Source: an optimization exercise on an open RTL-to-GDS flow (aim: small area). Production flows keep margins and buffers that such runs may drop.
Function was checked by simulation only, so behaviour that the tests miss may differ from the original.

## flow/design.v (module list and top-level ports; edited modules follow where they fit)
// module fa: 4 lines
// module ha: 4 lines
// module g_xr2: 3 lines
// module g_xn2: 3 lines
// module g_nr2: 3 lines
// module g_nd2: 3 lines
// module sel3: 3 lines
// module conv_pe_sr: 1006 lines
module conv_pe_sr#(parameter WIDTH = 9, parameter DW = 2 * WIDTH + 3)
(
    input clk,
    input rst_n,
    input [WIDTH-1:0] data_in,
    input data_valid,
    input [WIDTH-1:0] weight_in,
    input weight_valid,
    output [DW-1:0] data_out,
    output out_valid
);
  // ...
==> flow/flow/run.sh <==
#!/bin/bash
# Layout: the standard flow (standard.sh, its synthesis unchanged), with
# plain buf_1 cells as the port buffers, global placement that keeps none of
# its trial resizing, and clock tree synthesis given its own
# buffer (clkbuf_8), sink clustering and no dummy loads. The tools' logs are
# in orfs/logs/; standard.sh's own output goes to standard.log here.
set -euo pipefail
CTS="-sink_clustering_enable -repair_clock_nets -dont_use_dummy_load -buf_list sky130_fd_sc_hd__clkbuf_8 -sink_clustering_size 16 -sink_clustering_max_diameter 60"
bash standard.sh "BUFFER_PORTS_ARGS=-buffer_cell sky130_fd_sc_hd__buf_1" "CTS_ARGS=$CTS" GPL_KEEP_OVERFLOW=0 finish > standard.log 2>&1
==> flow/standard.sh <==
#!/bin/bash
# synth_recipe.tcl (not shown) runs the flow's synth.tcl, then flattens the netlist and writes it again
# the make line also repeats each setting of config.mk as NAME=value (left out here)
make -C /OpenROAD-flow-scripts/flow DESIGN_CONFIG=/design/flow/config.mk WORK_HOME=/design/flow/orfs CLKGATE_MAP_FILE= SYNTH_SCRIPT=/design/flow/synth_recipe.tcl "${@:-finish}"
==> flow/config.mk <==
export PLATFORM = sky130hd
export DESIGN_NAME = conv_pe_sr
export DESIGN_NICKNAME = conv_pe_sr
export VERILOG_FILES = /design/flow/design.v
export SDC_FILE = /design/flow/constraint.sdc
export NUM_CORES = 8
export LEC_CHECK = 0
export CAP_MARGIN = 20
export CORE_MARGIN = 2
export CORE_UTILIZATION = 70
export SLEW_MARGIN = 20
export SYNTH_HIERARCHICAL = 1
export SYNTH_MINIMUM_KEEP_SIZE = 0
==> flow/constraint.sdc <==
create_clock -name core_clock -period 10.0 [get_ports {clk}]
set_input_delay 2.0000 -clock core_clock [delete_from_list [all_inputs] [get_ports {clk}]]
set_output_delay 2.0000 -clock core_clock [all_outputs]
set_load 0.01 [all_outputs]
==> summary.txt, run 1 <==
outcome complete, no violations; amount of wire on met3 after detailed routing 16600 microns; Largest register FFs about 600; critical setup path kind flop to flop; GPL Wtd Cong 1.05; most used cell, CP sky130_fd_sc_hd__fa_1; fin crit period 9.29 ns; share of Yosys cell area claimed by the top area cell type 0.593; Port-buffer cells 43; Max-Cap Viols 0; data-path buffer share of cell area in the final layout 0.0155; most repeated cell in the gate-level netlist after synthesis sky130_fd_sc_hd__edfxtp_1; Clock buffer cells 57; placement row count 83; layout net count about 2400; worst-case clock skew 0.126 ns; worst hold endpoint pix[79]; Placeable Area around 51000 sq um; initial standard-cell utilization of the core 0.707; multi-input combinational area share 0.361; count of unresolved DRC violations after routing 0; total congestion overflow after global routing 0; multi-input combinational cell area roughly 14000 sq um; tightest hold margin about 0.38 ns; initial drt markers 6648; number of multi-input combinational cells in the layout ~1100; actual transition at the worst max-transition pin 1.08 ns; setup_tns 0 ns; Die Ht around 230 microns; clock tree from TritonCTS done; Detailed Place HPWL approximately 78000 microns; register share of the cell area 0.577
==> run 2: changes to the inputs <==
--- a/flow/design.v
+++ b/flow/design.v
@@ -1003,29 +1003,25 @@
 wire s1398, c1399; g_xn2 us1398 (.a(c1397), .b(s898), .y(s1398)); assign c1399 = c1397 & ~s898;
 wire s1400, c1401; fa us1400 (.a(~c899), .b(s980), .ci(c1399), .s(s1400), .co(c1401));
 wire s1402, c1403; g_xn2 us1402 (.a(c1401), .b(s1060), .y(s1402)); assign c1403 = c1401 & ~s1060;
 wire s1404, c1405; g_xn2 us1404 (.a(c1403), .b(s1134), .y(s1404)); assign c1405 = c1403 & ~s1134;
 wire s1406, c1407; fa us1406 (.a(c1135), .b(s1198), .ci(~c1405), .s(s1406), .co(c1407));
 wire s1408, c1409; fa us1408 (.a(~s1250), .b(s1252), .ci(c1407), .s(s1408), .co(c1409));
 wire s1410, c1411; fa us1410 (.a(c1253), .b(s1296), .ci(c1409), .s(s1410), .co(c1411));
 reg [14:0] res_lo;
-reg [5:0] res_a;
-reg [5:0] res_b;
+reg [8:0] res_hi;
 reg res_c;
 always @(posedge clk)
 begin
-    res_lo <= {~s1410, ~s1408, ~s1406, s1404, s1402, s1400, s1398, s1396, s1394, s1392, s1390, s1388, ~s1386, s1384, ~s552};
-    res_a <= {c1381, s1382, ~s1378, s1370, c1331, ~c1297};
-    res_b <= {c1383, 1'b0, 1'b0, 1'b0, s1354, s1330};
-    res_c <= ~c1411;
+    res_lo <= {s1410, s1408, s1406, s1404, s1402, s1400, s1398, s1396, s1394, s1392, s1390, s1388, s1386, s1384, s552};
+    res_hi <= {c1383, c1381, s1382, s1378, s1370, s1354, c1331, s1330, c1297};
+    res_c <= c1411;
 end
 assign out_valid = ov;
-wire [6:0] hi_c;
-assign hi_c[0] = res_c;
-fa uh0 (.a(res_a[0]), .b(res_b[0]), .ci(hi_c[0]), .s(data_out[15]), .co(hi_c[1]));
-fa uh1 (.a(res_a[1]), .b(res_b[1]), .ci(hi_c[1]), .s(data_out[16]), .co(hi_c[2]));
-fa uh2 (.a(res_a[2]), .b(res_b[2]), .ci(hi_c[2]), .s(data_out[17]), .co(hi_c[3]));
-fa uh3 (.a(res_a[3]), .b(res_b[3]), .ci(hi_c[3]), .s(data_out[18]), .co(hi_c[4]));
-fa uh4 (.a(res_a[4]), .b(res_b[4]), .ci(hi_c[4]), .s(data_out[19]), .co(hi_c[5]));
-fa uh5 (.a(res_a[5]), .b(res_b[5]), .ci(hi_c[5]), .s(data_out[20]), .co(hi_c[6]));
-assign data_out[14:0] = res_lo;
+wire s1412, c1413; fa us1412 (.a(~res_hi[0]), .b(res_hi[1]), .ci(~res_c), .s(s1412), .co(c1413));
+wire s1414, c1415; fa us1414 (.a(res_hi[2]), .b(res_hi[3]), .ci(c1413), .s(s1414), .co(c1415));
+wire s1416, c1417; ha us1416 (.a(res_hi[4]), .b(c1415), .s(s1416), .co(c1417));
+wire s1418, c1419; g_xn2 us1418 (.a(c1417), .b(res_hi[5]), .y(s1418)); assign c1419 = c1417 & ~res_hi[5];
+wire s1420, c1421; ha us1420 (.a(res_hi[6]), .b(c1419), .s(s1420), .co(c1421));
+wire s1422, c1423; fa us1422 (.a(res_hi[7]), .b(res_hi[8]), .ci(c1421), .s(s1422), .co(c1423));
+assign data_out = {s1422, s1420, s1418, s1416, s1414, s1412, ~res_lo[14], ~res_lo[13], ~res_lo[12], res_lo[11], res_lo[10], res_lo[9], res_lo[8], res_lo[7], res_lo[6], res_lo[5], res_lo[4], res_lo[3], ~res_lo[2], res_lo[1], ~res_lo[0]};
 endmodule
==> flow/flow/run.sh (replaced) <==
#!/bin/bash
# Layout: the standard flow (standard.sh, its synthesis unchanged), with
# plain buf_1 cells as the port buffers and clock tree synthesis given its own
# buffer (clkbuf_8), sink clustering and no dummy loads. The tools' logs are
# in orfs/logs/; standard.sh's own output goes to standard.log here.
set -euo pipefail
CTS="-sink_clustering_enable -repair_clock_nets -dont_use_dummy_load -buf_list sky130_fd_sc_hd__clkbuf_8 -sink_clustering_size 16 -sink_clustering_max_diameter 60"
bash standard.sh "BUFFER_PORTS_ARGS=-buffer_cell sky130_fd_sc_hd__buf_1" "CTS_ARGS=$CTS" finish > standard.log 2>&1
==> summary.txt, run 2 <==
die span in x 232 microns (was 231 microns); Detailed Place HPWL 74700 microns (was 78200 microns); length in cells of the worst reg-to-reg path 21 (was 22); maximum level of the CTS H-tree 2 (unchanged); number of cells in the design after placement 2641 (was 2612); HP Class flop to flop (unchanged); most repeated cell in the gate-level netlist after synthesis sky130_fd_sc_hd__edfxtp_1 (unchanged); GPL Wtd Cong 1.10 (was 1.05); synthesis-stage register bit count 749 (unchanged); leading cell types in the layout, fill and taps excluded 715 x sky130_fd_sc_hd__edfxtp_1, 420 x sky130_fd_sc_hd__fa_1, 360 x sky130_fd_sc_hd__a222oi_1 (was 715 x sky130_fd_sc_hd__edfxtp_1, 423 x sky130_fd_sc_hd__fa_1, 360 x sky130_fd_sc_hd__a222oi_1); clock tree from TritonCTS done (unchanged); final worst-path cycle share 0.935 (was 0.929); final standard cell utilization of the core 0.747 (was 0.749); number of post-CTS setup repair buffers 0 (unchanged); Vias per Instance 8.10 (was 8.26); Synth Area per Inst 19.1 sq um (was 19.2 sq um); outcome complete, no violations (unchanged); I/O pin cnt 44 (unchanged); Critical R2R Launch pix[571] (was pix[570]); required time of the critical path 10.51 ns (was 10.58 ns); post-route non-filler standard cell count 2699 (was 2671); actual transition at the worst max-transition pin 1.23 ns (was 1.08 ns); leading cell types by count after synthesis 715 x sky130_fd_sc_hd__edfxtp_1, 420 x sky130_fd_sc_hd__fa_1, 360 x sky130_fd_sc_hd__a222oi_1, 88 x sky130_fd_sc_hd__nand2_1, 82 x sky130_fd_sc_hd__nor2b_1 (was 715 x sky130_fd_sc_hd__edfxtp_1, 423 x sky130_fd_sc_hd__fa_1, 360 x sky130_fd_sc_hd__a222oi_1, 88 x sky130_fd_sc_hd__nand2_1, 81 x sky130_fd_sc_hd__nor2b_1); highest clock rate 0.107 GHz (was 0.108 GHz); Area growth syn-to-layout 5.61% (was 5.99%); Max-Cap Viols 0 (unchanged); met1 Resource Use GR 0.548 (was 0.544); Port-buffer cells 43 (unchanged); initial standard-cell utilization of the core 0.707 (about the same); number of antenna violations at the first check in global routing 3 (was 2); worst setup path endpoint res_lo[14] (unchanged); setup repair after global routing missed its margin false (unchanged); share of Yosys cell area claimed by the top area cell type 0.592 (was 0.593); maximum number of pins on one net before global-route repair 183 (was 42); initial drt markers 6970 (was 6648); post-synth cell types 36 (unchanged); most common cell after layout, fill and taps aside sky130_fd_sc_hd__edfxtp_1 (unchanged); Largest register FFs 594 (unchanged); count of hold buffers inserted by post-cts repair 0 (unchanged); average wire per standard cell 39.1 microns (was 40.3 microns); placement row count 83 (unchanged); number of endpoints failing setup at the final stage 0 (unchanged); reg2reg setup slack 0.65 ns (was 0.71 ns); share of post-route cells with drive strength above 1 0.0570 (was 0.0422); clock buffers created by TritonCTS 57 (unchanged); number of flops mapped to enable cells by yosys 715 (unchanged); total routing resource utilization after global routing 0.406 (was 0.418); Yosys warning total 7 (unchanged); via count of the routed design 21900 (was 22100); largest registers in the final layout pix: 594 flops, wreg: 81 flops, psum: 40 flops (unchanged); post-synth top area cell sky130_fd_sc_hd__edfxtp_1 (unchanged); Critical path origin pix[571] (was pix[570]); post-cts sizing count 0 (unchanged); endpoint of the lowest-slack register-to-register path res_lo[14] (unchanged); worst-case clock skew 0.104 ns (was 0.126 ns); Antenna Violating Nets Remaining 0 (unchanged); Final Routed Wirelength 106000 microns (was 108000 microns); worst slew slack as a fraction of its limit 0.180 (was 0.282); met3 Usage GRT 0.151 (was 0.147); total congestion overflow after global routing 0 (unchanged); global-route wire length before repair 153000 microns (was 155000 microns); most used flip-flop cell after synthesis sky130_fd_sc_hd__edfxtp_1 (unchanged); Die Ht 232 microns (was 231 microns); critical path peak fanout 10 (unchanged); Placeable Area 51300 sq um (was 51200 sq um); fin crit period 9.35 ns (was 9.29 ns); FFs w/ async S/R, synth 0 (unchanged); GRT busiest layer met2 (unchanged); via count of the first global-routing pass 21800 (was 22200); dominant cells by area after synthesis sky130_fd_sc_hd__edfxtp_1 59%, sky130_fd_sc_hd__fa_1 23%, sky130_fd_sc_hd__a222oi_1 9.9% (was sky130_fd_sc_hd__edfxtp_1 59%, sky130_fd_sc_hd__fa_1 23%, sky130_fd_sc_hd__a222oi_1 10%); crit start category flop (unchanged); met2 Resource Use GR 0.596 (was 0.611); register ranked first by flip-flop count pix (unchanged); Worst Hold Path Cells 0 (unchanged); post-CTS clock slew at the launch and capture registers of the worst setup and hold paths 0.10 ns (was 0.11 ns); total iterations of the first detailed-routing run 20 (was 22); layout net count 2476 (was 2449); area of the mapped netlist 36300 sq um (was 36200 sq um); endpoint arrival time on the critical path 9.87 ns (about the same); critical setup path kind flop to flop (unchanged); count of unresolved DRC violations after routing 0 (unchanged); clock root buffer sky130_fd_sc_hd__clkbuf_8 (unchanged); TritonCTS sink count 749 (unchanged); Final Hold Viols 0 (unchanged); sequential fraction of the synthesis area 0.610 (was 0.612); clock latency of the later-clocked register in the worst-skew pair 0.73 ns (about the same); Post-Synthesis Cells 1901 (was 1886); element type at the critical path end flop (unchanged); tightest hold margin 0.383 ns (about the same); maximum root-to-sink buffer count 3 (unchanged); total die area 53700 sq um (was 53500 sq um); setup_tns 0 ns (unchanged); final max-slew violation count 0 (unchanged)
## run 2: cell types whose count changed in the layout (fill, tap and decap cells not counted), sizes merged
cell,delta
clkbuf,+1
conb,-3
inv,-1
xnor2,+1
fa,-3
buf,+30
ha,+2
nor2b,+1
## run 2: cell families after synthesis
group / Yosys count / synth area share
buffers and inverters: 72 / 0.00914
xor gates and xnor gates: 26 / 0.00627
DFF: 749 / 0.610
and+or+nand+nor: 242 / 0.0349
muxes: 2 / 0.000552
adders and majority gates: 434 / 0.237
AOI/OAI and AO/OA: 376 / 0.102
## run 2: worst min path at each step
stage / from / end / slack, ns
floorplan: pix[91] / pix[100] / 0.40
global placement: pix[413] / pix[422] / 0.40
detailed placement: pix[219] / pix[228] / 0.40
CTS: pix[91] / pix[100] / 0.35
global route: pix[91] / pix[100] / 0.35
finish: pix[91] / pix[100] / 0.38
## run 2: final cells by class
cell class                      count  area [sq um]
Multi-Input combinational cell   1080         13800
Clock buffer                       57           785
Antenna cell                        1          2.50
Tap cell                          680           851
Inverter                           37           139
Timing Repair Buffer               95           589
Fill cell                        2861         13000
Sequential cell                   749         22200
## run 2: stage by stage
| step | area [sq um] | setup WS (ns) |
|---|---|---|
| finish | 38300 | 0.646 |
| global route | 38300 | 0.503 |
| CTS | 38300 | 0.709 |
| detailed placement | 37500 | 0.829 |
| global placement | 37500 | 0.850 |
| floorplan | 36300 | 1.67 |
## run 2: layer usage
metal | part of all wire | vias up
met4 | 0.073 | 6
met3 | 0.16 | 583
met1 | 0.33 | 10800
li1 | - | 8113
met5 | 0.00074 | -
met2 | 0.44 | 2346
## run 2: Yosys stat by module, one instance, submodules excluded
module      cells inside  copies in the design  flops+latches  area, sq um
g_nd2                  1                     2              0         3.75
g_xn2                  1                    14              0         8.76
fa                     1                   419              0         20.0
g_nr2                  1                     6              0         3.75
sel3                   1                   360              0         10.0
g_xr2                  1                     2              0         8.76
conv_pe_sr          1096                     1            749        24100
ha                     1                     2              0         12.5
## run 2: critical path, stage by stage, from the launching register on
cell and delay (ns):
sky130_fd_sc_hd__edfxtp_1 0.56, sky130_fd_sc_hd__nor2b_1 0.72, sky130_fd_sc_hd__a222oi_1 0.32, sky130_fd_sc_hd__fa_1 0.60
sky130_fd_sc_hd__fa_1 0.57, sky130_fd_sc_hd__fa_1 0.48, sky130_fd_sc_hd__fa_1 0.46, sky130_fd_sc_hd__fa_1 0.39
sky130_fd_sc_hd__fa_1 0.51, sky130_fd_sc_hd__fa_1 0.44, sky130_fd_sc_hd__fa_1 0.41, sky130_fd_sc_hd__fa_1 0.51
sky130_fd_sc_hd__inv_1 0.05, sky130_fd_sc_hd__fa_1 0.38, sky130_fd_sc_hd__fa_1 0.49, sky130_fd_sc_hd__inv_1 0.05
sky130_fd_sc_hd__fa_1 0.37, sky130_fd_sc_hd__fa_1 0.49, sky130_fd_sc_hd__nand2b_1 0.18, sky130_fd_sc_hd__fa_1 0.38
sky130_fd_sc_hd__fa_1 0.38, sky130_fd_sc_hd__fa_1 0.43
==> run 3: changes to the inputs <==
--- a/flow/flow/run.sh
+++ b/flow/flow/run.sh
@@ -5,4 +5,4 @@
 # in orfs/logs/; standard.sh's own output goes to standard.log here.
 set -euo pipefail
-CTS="-sink_clustering_enable -repair_clock_nets -dont_use_dummy_load -buf_list sky130_fd_sc_hd__clkbuf_8 -sink_clustering_size 16 -sink_clustering_max_diameter 60"
+CTS="-sink_clustering_enable -repair_clock_nets -dont_use_dummy_load -buf_list sky130_fd_sc_hd__clkbuf_8 -sink_clustering_size 18 -sink_clustering_max_diameter 60"
 bash standard.sh "BUFFER_PORTS_ARGS=-buffer_cell sky130_fd_sc_hd__buf_1" "CTS_ARGS=$CTS" finish > standard.log 2>&1
==> summary.txt, run 3 <==
outcome complete, no violations (unchanged); Detailed Place HPWL 74700 microns (unchanged); count of hold buffers inserted by post-cts repair 0 (unchanged); setup_tns 0 ns (unchanged); share of Yosys cell area claimed by the top area cell type 0.592 (unchanged); leading cell types in the layout, fill and taps excluded 715 x sky130_fd_sc_hd__edfxtp_1, 420 x sky130_fd_sc_hd__fa_1, 360 x sky130_fd_sc_hd__a222oi_1 (unchanged); layout net count 2473 (was 2476); clock root buffer sky130_fd_sc_hd__clkbuf_8 (unchanged); Port-buffer cells 43 (unchanged); endpoint arrival time on the critical path 9.96 ns (was 9.87 ns); xor and xnor area share after synthesis 0.00627 (unchanged); maximum level of the CTS H-tree 2 (unchanged); FFs w/ async S/R, synth 0 (unchanged); Largest register FFs 594 (unchanged); number of fill cells 2870 (was 2861); Synth Area per Inst 19.1 sq um (unchanged); cell with the biggest individual delay on the critical path sky130_fd_sc_hd__nor2b_1 (unchanged); total routing resource utilization after global routing 0.407 (was 0.406); element type at the critical path end flop (unchanged); worst slew slack as a fraction of its limit 0.194 (was 0.180); clock latency of the later-clocked register in the worst-skew pair 0.72 ns (was 0.73 ns); Vias per Instance 8.10 (about the same); final max-slew violation count 0 (unchanged); final instance area 38300 sq um (about the same); leading cell types by count after synthesis 715 x sky130_fd_sc_hd__edfxtp_1, 420 x sky130_fd_sc_hd__fa_1, 360 x sky130_fd_sc_hd__a222oi_1, 88 x sky130_fd_sc_hd__nand2_1, 82 x sky130_fd_sc_hd__nor2b_1 (unchanged); critical path peak fanout 10 (unchanged); most repeated cell in the gate-level netlist after synthesis sky130_fd_sc_hd__edfxtp_1 (unchanged); most used cell, CP sky130_fd_sc_hd__fa_1 (unchanged); most common cell after layout, fill and taps aside sky130_fd_sc_hd__edfxtp_1 (unchanged); initial drt markers 6639 (was 6970); highest clock rate 0.106 GHz (was 0.107 GHz); multi-input combinational cell area 13800 sq um (unchanged); area of the mapped netlist 36300 sq um (unchanged); reg2reg setup slack 0.57 ns (was 0.65 ns); endpoint of the lowest-slack register-to-register path res_lo[14] (unchanged); Area growth syn-to-layout 5.53% (was 5.61%); Post-Synthesis Cells 1901 (unchanged); delay of the slowest critical-path stage 0.75 ns (was 0.72 ns); cell type group with the largest total delay on the critical path adder cells (unchanged); final standard cell utilization of the core 0.747 (about the same); fin crit period 9.43 ns (was 9.35 ns); largest family of logic cells by synthesized area adder cells (unchanged); total die area 53700 sq um (unchanged); post-route non-filler standard cell count 2696 (was 2699); length in cells of the worst reg-to-reg path 21 (unchanged); maximum root-to-sink buffer count 3 (unchanged); post-synth top area cell sky130_fd_sc_hd__edfxtp_1 (unchanged); final worst-path cycle share 0.943 (was 0.935); share of synthesized cell area in full adder, half adder and majority cells 0.237 (unchanged); actual transition at the worst max-transition pin 1.21 ns (was 1.23 ns); number of endpoints failing setup at the final stage 0 (unchanged); Final Routed Wirelength 106000 microns (about the same); total iterations of the first detailed-routing run 27 (was 20); number of antenna violations at the first check in global routing 1 (was 3); dominant cells by area after synthesis sky130_fd_sc_hd__edfxtp_1 59%, sky130_fd_sc_hd__fa_1 23%, sky130_fd_sc_hd__a222oi_1 9.9% (unchanged); average wire per standard cell 39.2 microns (was 39.1 microns); number of cells in the design after placement 2641 (unchanged); Antenna Violating Nets Remaining 0 (unchanged); post-synthesis simple-gate area fraction 0.0349 (unchanged); synthesis-stage register bit count 749 (unchanged); setup repair after global routing missed its margin false (unchanged); Worst Hold Path Cells 0 (unchanged); most used flip-flop cell after synthesis sky130_fd_sc_hd__edfxtp_1 (unchanged); via count of the routed design 21800 (was 21900); I/O pin cnt 44 (unchanged); placement row count 83 (unchanged); count of unresolved DRC violations after routing 0 (unchanged); CP Depth 21 (unchanged); total area of sequential cells 22200 sq um (unchanged); TritonCTS sink count 749 (unchanged); worst-case clock skew 0.117 ns (was 0.104 ns); total congestion overflow after global routing 0 (unchanged); Critical R2R Launch pix[571] (unchanged); sequential fraction of the synthesis area 0.610 (unchanged); critical setup path kind flop to flop (unchanged); clock tree from TritonCTS done (unchanged); GPL Wtd Cong 1.10 (unchanged); worst hold endpoint pix[369] (was pix[100]); Placeable Area 51300 sq um (unchanged); maximum number of pins on one net before global-route repair 183 (unchanged); crit start category flop (unchanged); required time of the critical path 10.54 ns (was 10.51 ns); critical path cell sequence nor2b_1, a222oi_1, fa_1, fa_1, fa_1, fa_1, fa_1, fa_1, fa_1, fa_1, fa_1, inv_1, fa_1, fa_1, inv_1, fa_1, fa_1, nand2b_1, fa_1, fa_1, fa_1 (unchanged); compound-gate portion of the synthesized area 0.102 (unchanged); number of post-CTS setup repair buffers 0 (unchanged); via count of the first global-routing pass 21800 (about the same); initial standard-cell utilization of the core 0.707 (unchanged); Final Hold Viols 0 (unchanged); number of buffer and inverter instances along the worst setup path 2 (unchanged); Die Ht 232 microns (unchanged); Yosys warning total 7 (unchanged); HP Class flop to flop (unchanged); post-synth cell types 36 (unchanged); share of post-route cells with drive strength above 1 0.0556 (was 0.0570); die span in x 232 microns (unchanged); total cell area at the placement stage 37500 sq um (unchanged); register ranked first by flip-flop count pix (unchanged); clock buffers created by TritonCTS 53 (was 57); Max-Cap Viols 0 (unchanged); post-CTS clock slew at the launch and capture registers of the worst setup and hold paths 0.12 ns (was 0.10 ns); global-route wire length before repair 153000 microns (about the same); post-cts sizing count 0 (unchanged); post-synthesis mux area share 0.000552 (unchanged); largest registers in the final layout pix: 594 flops, wreg: 81 flops, psum: 40 flops (unchanged); hold wc startpoint pix[360] (was pix[91]); number of flops mapped to enable cells by yosys 715 (unchanged)
run 3: cell counts after synthesis:
No cell type changed its count.
run 3: area by class of cell:
class / count / share of cell area
flip-flops and latches: 749 / 0.578
multi-input cells: 1080 / 0.361
well taps: 680 / 0.0222
clock buffers: 53 / 0.0190
repair buffers: 96 / 0.0161
inverters: 37 / 0.00363
diodes: 1 / 0.0000653
run 3: worst register-to-register path, stage by stage (launching register included):
cell,delay [ns]
sky130_fd_sc_hd__edfxtp_1,0.58
sky130_fd_sc_hd__nor2b_1,0.75
sky130_fd_sc_hd__a222oi_1,0.33
sky130_fd_sc_hd__fa_1,0.62
sky130_fd_sc_hd__fa_1,0.58
sky130_fd_sc_hd__fa_1,0.49
sky130_fd_sc_hd__fa_1,0.47
sky130_fd_sc_hd__fa_1,0.39
sky130_fd_sc_hd__fa_1,0.52
sky130_fd_sc_hd__fa_1,0.44
sky130_fd_sc_hd__fa_1,0.41
sky130_fd_sc_hd__fa_1,0.51
sky130_fd_sc_hd__inv_1,0.05
sky130_fd_sc_hd__fa_1,0.38
sky130_fd_sc_hd__fa_1,0.49
sky130_fd_sc_hd__inv_1,0.05
sky130_fd_sc_hd__fa_1,0.37
sky130_fd_sc_hd__fa_1,0.49
sky130_fd_sc_hd__nand2b_1,0.19
sky130_fd_sc_hd__fa_1,0.38
sky130_fd_sc_hd__fa_1,0.38
sky130_fd_sc_hd__fa_1,0.43
run 3: logic make-up (layout without fill, tap and decap cells):
logic type / count (synthesis) / count (layout)
xor+xnor: 26 / 26
mux: 2 / 2
fa+ha+maj: 434 / 434
simple gates: 242 / 242
flops: 749 / 749
buf+inv: 72 / 186
other cells: 0 / 1
compound gates: 376 / 376
run 3: routing by layer:
| layer | up-vias | part of all wire | GRT usage |
|---|---|---|---|
| li1 | 8091 | - | - |
| met1 | 10900 | 0.33 | 0.542 |
| met2 | 2299 | 0.43 | 0.595 |
| met3 | 575 | 0.15 | 0.161 |
| met4 | 2 | 0.078 | 0.203 |
| met5 | - | 0.00011 | 0 |
run 3: Yosys stat by module, one instance, submodules excluded:
module | cells | cell area, sq um | flops+latches
conv_pe_sr | 1096 | 24100 | 749
fa | 1 | 20.0 | 0
g_nd2 | 1 | 3.75 | 0
g_nr2 | 1 | 3.75 | 0
g_xn2 | 1 | 8.76 | 0
g_xr2 | 1 | 8.76 | 0
ha | 1 | 12.5 | 0
sel3 | 1 | 10.0 | 0
run 3: worst max-delay path by stage:
stage / startpoint / endpoint / slack, ns
detailed placement: pix[571] / res_lo[14] / 0.83
global placement: pix[571] / res_lo[14] / 0.85
CTS: pix[571] / res_lo[14] / 0.75
global route: pix[571] / res_lo[14] / 0.46
floorplan: data_in[2] / res_lo[14] / 1.67
finish: pix[571] / res_lo[14] / 0.57
run 3: per-stage QoR:
stage | hold WS (ns) | setup WS, ns
floorplan | 0.400 | 1.67
global placement | 0.402 | 0.850
detailed placement | 0.405 | 0.829
CTS | 0.395 | 0.748
global route | 0.385 | 0.461
finish | 0.382 | 0.573
==> run 4: changes to the inputs <==
--- a/flow/config.mk
+++ b/flow/config.mk
@@ -8,5 +8,5 @@
 export CAP_MARGIN = 20
 export CORE_MARGIN = 2
-export CORE_UTILIZATION = 70
+export CORE_UTILIZATION = 75
 export SLEW_MARGIN = 20
 export SYNTH_HIERARCHICAL = 1
==> summary.txt, run 4 <==
post-CTS clock slew at the launch and capture registers of the worst setup and hold paths 0.10 ns (was 0.12 ns); I/O pin cnt 44 (unchanged); endpoint of the lowest-slack register-to-register path res_lo[14] (unchanged); register ranked first by flip-flop count pix (unchanged); clock buffers created by TritonCTS 54 (was 53); worst setup path endpoint res_lo[14] (unchanged); maximum level of the CTS H-tree 2 (unchanged); fin crit period 9.19 ns (was 9.43 ns); worst-case clock skew 0.118 ns (was 0.117 ns); maximum root-to-sink buffer count 3 (unchanged); post-cts sizing count 0 (unchanged); final max-slew violation count 0 (unchanged); actual transition at the worst max-transition pin 1.09 ns (was 1.21 ns); number of antenna violations at the first check in global routing 1 (unchanged); endpoint arrival time on the critical path 9.74 ns (was 9.96 ns); Final Hold Viols 0 (unchanged); number of endpoints failing setup at the final stage 0 (unchanged); Die Ht 224 microns (was 232 microns); Post-Synthesis Cells 1901 (unchanged); crit start category flop (unchanged); count of hold buffers inserted by post-cts repair 0 (unchanged); tightest hold margin 0.400 ns (was 0.382 ns); clock root buffer sky130_fd_sc_hd__clkbuf_8 (unchanged); most used cell, CP sky130_fd_sc_hd__fa_1 (unchanged); via count of the first global-routing pass 22300 (was 21800); cell with the biggest individual delay on the critical path sky130_fd_sc_hd__nor2b_1 (unchanged); clock tree from TritonCTS done (unchanged); setup_tns 0 ns (unchanged); total congestion overflow after global routing 0 (unchanged); count of unresolved DRC violations after routing 0 (unchanged); length in cells of the worst reg-to-reg path 21 (unchanged); Synth Area per Inst 19.1 sq um (unchanged); share of post-route cells with drive strength above 1 0.0584 (was 0.0556); largest registers in the final layout pix: 594 flops, wreg: 81 flops, psum: 40 flops (unchanged); critical path cell sequence nor2b_1, a222oi_1, fa_1, fa_1, fa_1, fa_1, fa_1, fa_1, fa_1, fa_1, fa_1, inv_1, fa_1, fa_1, inv_1, fa_1, fa_1, nand2b_1, fa_1, fa_1, fa_1 (unchanged); critical setup path kind flop to flop (unchanged); Max-Cap Viols 0 (unchanged); number of cells in the design after placement 2581 (was 2641); required time of the critical path 10.55 ns (was 10.54 ns); element type at the critical path end flop (unchanged); number of buffer and inverter instances along the worst setup path 2 (unchanged); number of fill cells 2316 (was 2870); Critical R2R Launch pix[569] (was pix[571]); Critical path origin pix[569] (was pix[571]); Antenna Violating Nets Remaining 0 (unchanged); CP Depth 21 (unchanged); critical path peak fanout 10 (unchanged); most repeated cell in the gate-level netlist after synthesis sky130_fd_sc_hd__edfxtp_1 (unchanged); total die area 50200 sq um (was 53700 sq um); initial drt markers 7136 (was 6639); sequential fraction of the synthesis area 0.610 (unchanged); most common cell after layout, fill and taps aside sky130_fd_sc_hd__edfxtp_1 (unchanged); leading cell types by count after synthesis 715 x sky130_fd_sc_hd__edfxtp_1, 420 x sky130_fd_sc_hd__fa_1, 360 x sky130_fd_sc_hd__a222oi_1, 88 x sky130_fd_sc_hd__nand2_1, 82 x sky130_fd_sc_hd__nor2b_1 (unchanged); GPL Wtd Cong 1.12 (was 1.10); post-synth top area cell sky130_fd_sc_hd__edfxtp_1 (unchanged); post-route non-filler standard cell count 2639 (was 2696); dominant cells by area after synthesis sky130_fd_sc_hd__edfxtp_1 59%, sky130_fd_sc_hd__fa_1 23%, sky130_fd_sc_hd__a222oi_1 9.9% (unchanged); area of the mapped netlist 36300 sq um (unchanged); FFs w/ async S/R, synth 0 (unchanged); Largest register FFs 594 (unchanged); Detailed Place HPWL 72500 microns (was 74700 microns); Vias per Instance 8.39 (was 8.10); die span in x 224 microns (was 232 microns); cell type group with the largest total delay on the critical path adder cells (unchanged); final worst-path cycle share 0.919 (was 0.943); Placeable Area 47700 sq um (was 51300 sq um); Yosys warning total 7 (unchanged); worst setup slack after layout 0.811 ns (was 0.573 ns); post-synth cell types 36 (unchanged); number of flops mapped to enable cells by yosys 715 (unchanged); via count of the routed design 22200 (was 21800); TritonCTS sink count 749 (unchanged); number of post-CTS setup repair buffers 0 (unchanged); pre-CTS WS 0.981 ns (was 0.829 ns); share of Yosys cell area claimed by the top area cell type 0.592 (unchanged); total iterations of the first detailed-routing run 29 (was 27); Final Routed Wirelength 103000 microns (was 106000 microns); Port-buffer cells 43 (unchanged); synthesis-stage register bit count 749 (unchanged); delay of the slowest critical-path stage 0.76 ns (was 0.75 ns); Area growth syn-to-layout 5.43% (was 5.53%); HP Class flop to flop (unchanged); average wire per standard cell 39.0 microns (was 39.2 microns); worst slew slack as a fraction of its limit 0.274 (was 0.194); highest clock rate 0.109 GHz (was 0.106 GHz); setup repair after global routing missed its margin false (unchanged); layout net count 2479 (was 2473); placement row count 80 (was 83); outcome complete, no violations (unchanged); total routing resource utilization after global routing 0.421 (was 0.407); global-route wire length before repair 149000 microns (was 153000 microns); initial standard-cell utilization of the core 0.760 (was 0.707); clock latency of the later-clocked register in the worst-skew pair 0.71 ns (was 0.72 ns); leading cell types in the layout, fill and taps excluded 715 x sky130_fd_sc_hd__edfxtp_1, 420 x sky130_fd_sc_hd__fa_1, 360 x sky130_fd_sc_hd__a222oi_1 (unchanged); maximum number of pins on one net before global-route repair 220 (was 183); most used flip-flop cell after synthesis sky130_fd_sc_hd__edfxtp_1 (unchanged); reg2reg setup slack 0.81 ns (was 0.57 ns)
==> run 4: cell counts after synthesis <==
No cell type changed its count.
==> run 4: kinds of logic after synthesis <==
group	count (synthesis)	synth area share
compound gates	376	0.102
simple gates	242	0.0349
buf+inv	72	0.00914
xor+xnor	26	0.00627
mux	2	0.000552
flops	749	0.610
fa+ha+maj	434	0.237
==> run 4: metrics by stage <==
step | cell area, sq um | util
after floorplan | 36300 | -
after global placement | 37500 | 0.785
after detailed placement | 37500 | 0.785
after CTS | 38200 | 0.800
after global routing | 38300 | 0.801
final | 38300 | 0.801
==> run 4: layout make-up <==
cell class	count	area, sq um	area share
flip-flops and latches	749	22200	0.579
inverters	37	139	0.00363
diodes	3	7.51	0.000196
clock buffers	54	743	0.0194
well taps	615	769	0.0201
multi-input cells	1080	13800	0.361
repair buffers	101	641	0.0167
==> run 4: per-layer routing <==
layer	GRT usage	vias to the layer above	part of all wire
li1	-	8113	-
met1	0.542	10800	0.32
met2	0.599	2553	0.42
met3	0.189	718	0.17
met4	0.253	4	0.088
met5	0.00196	-	0.00059
==> run 4: how the worst min path moves through the flow <==
stage | start | endpoint | depth (start not counted)
after floorplan | pix[91] | pix[100] | 0
after detailed placement | pix[150] | pix[159] | 0
after global routing | pix[18] | pix[27] | 0
after CTS | pix[28] | pix[37] | 0
after global placement | pix[172] | pix[181] | 0
final | pix[477] | pix[486] | 0
==> run 4: Yosys stat by module (local to each module, per instance) <==
module      flip-flops and latches  cell area [sq um]
g_xr2                            0               8.76
ha                               0               12.5
sel3                             0               10.0
g_nd2                            0               3.75
g_nr2                            0               3.75
fa                               0               20.0
conv_pe_sr                     749              24100
g_xn2                            0               8.76
==> run 4: worst register-to-register path: cells and delay by family, from the launching register on <==
kind            cells  cell delay, ns
fa+ha+maj          16            7.16
simple gates        2            0.94
flops               1            0.55
compound gates      1            0.29
buf+inv             2            0.10

## port drivers added, routing unchanged
No port has a modelled driver above. Below, the same layouts with a new extraction and two added sets of constraints.
Step 1 assumes that a clkbuf_16 drives the clock port and a buf_2 every other input.
Step 2, shift: input delay + t, output delay - t, t = (earliest + latest rising clock arrival at the registers) / 2. This alone moves slack from input paths to output paths.
Slacks: ideal ports / drivers / drivers and shift; pairs: ideal ports / drivers.
run | t (ns) | slack for setup (ns) | clock arrival spread, ns | slew at the worst register clock pin (ns) | worst slew at a driven data input, ns
run 1 | 0.726 | 0.706 / 0.706 / 0.706 | 0.130 / 0.129 | 0.11 / 0.11 | 0.05
run 2 | 0.733 | 0.646 / 0.646 / 0.646 | 0.104 / 0.104 | 0.11 / 0.11 | 0.05
run 3 | 0.719 | 0.573 / 0.573 / 0.573 | 0.117 / 0.117 | 0.12 / 0.12 | 0.05
run 4 | 0.713 | 0.811 / 0.811 / 0.811 | 0.118 / 0.118 | 0.12 / 0.12 | 0.05
After both steps setup and hold are still met in every run listed.
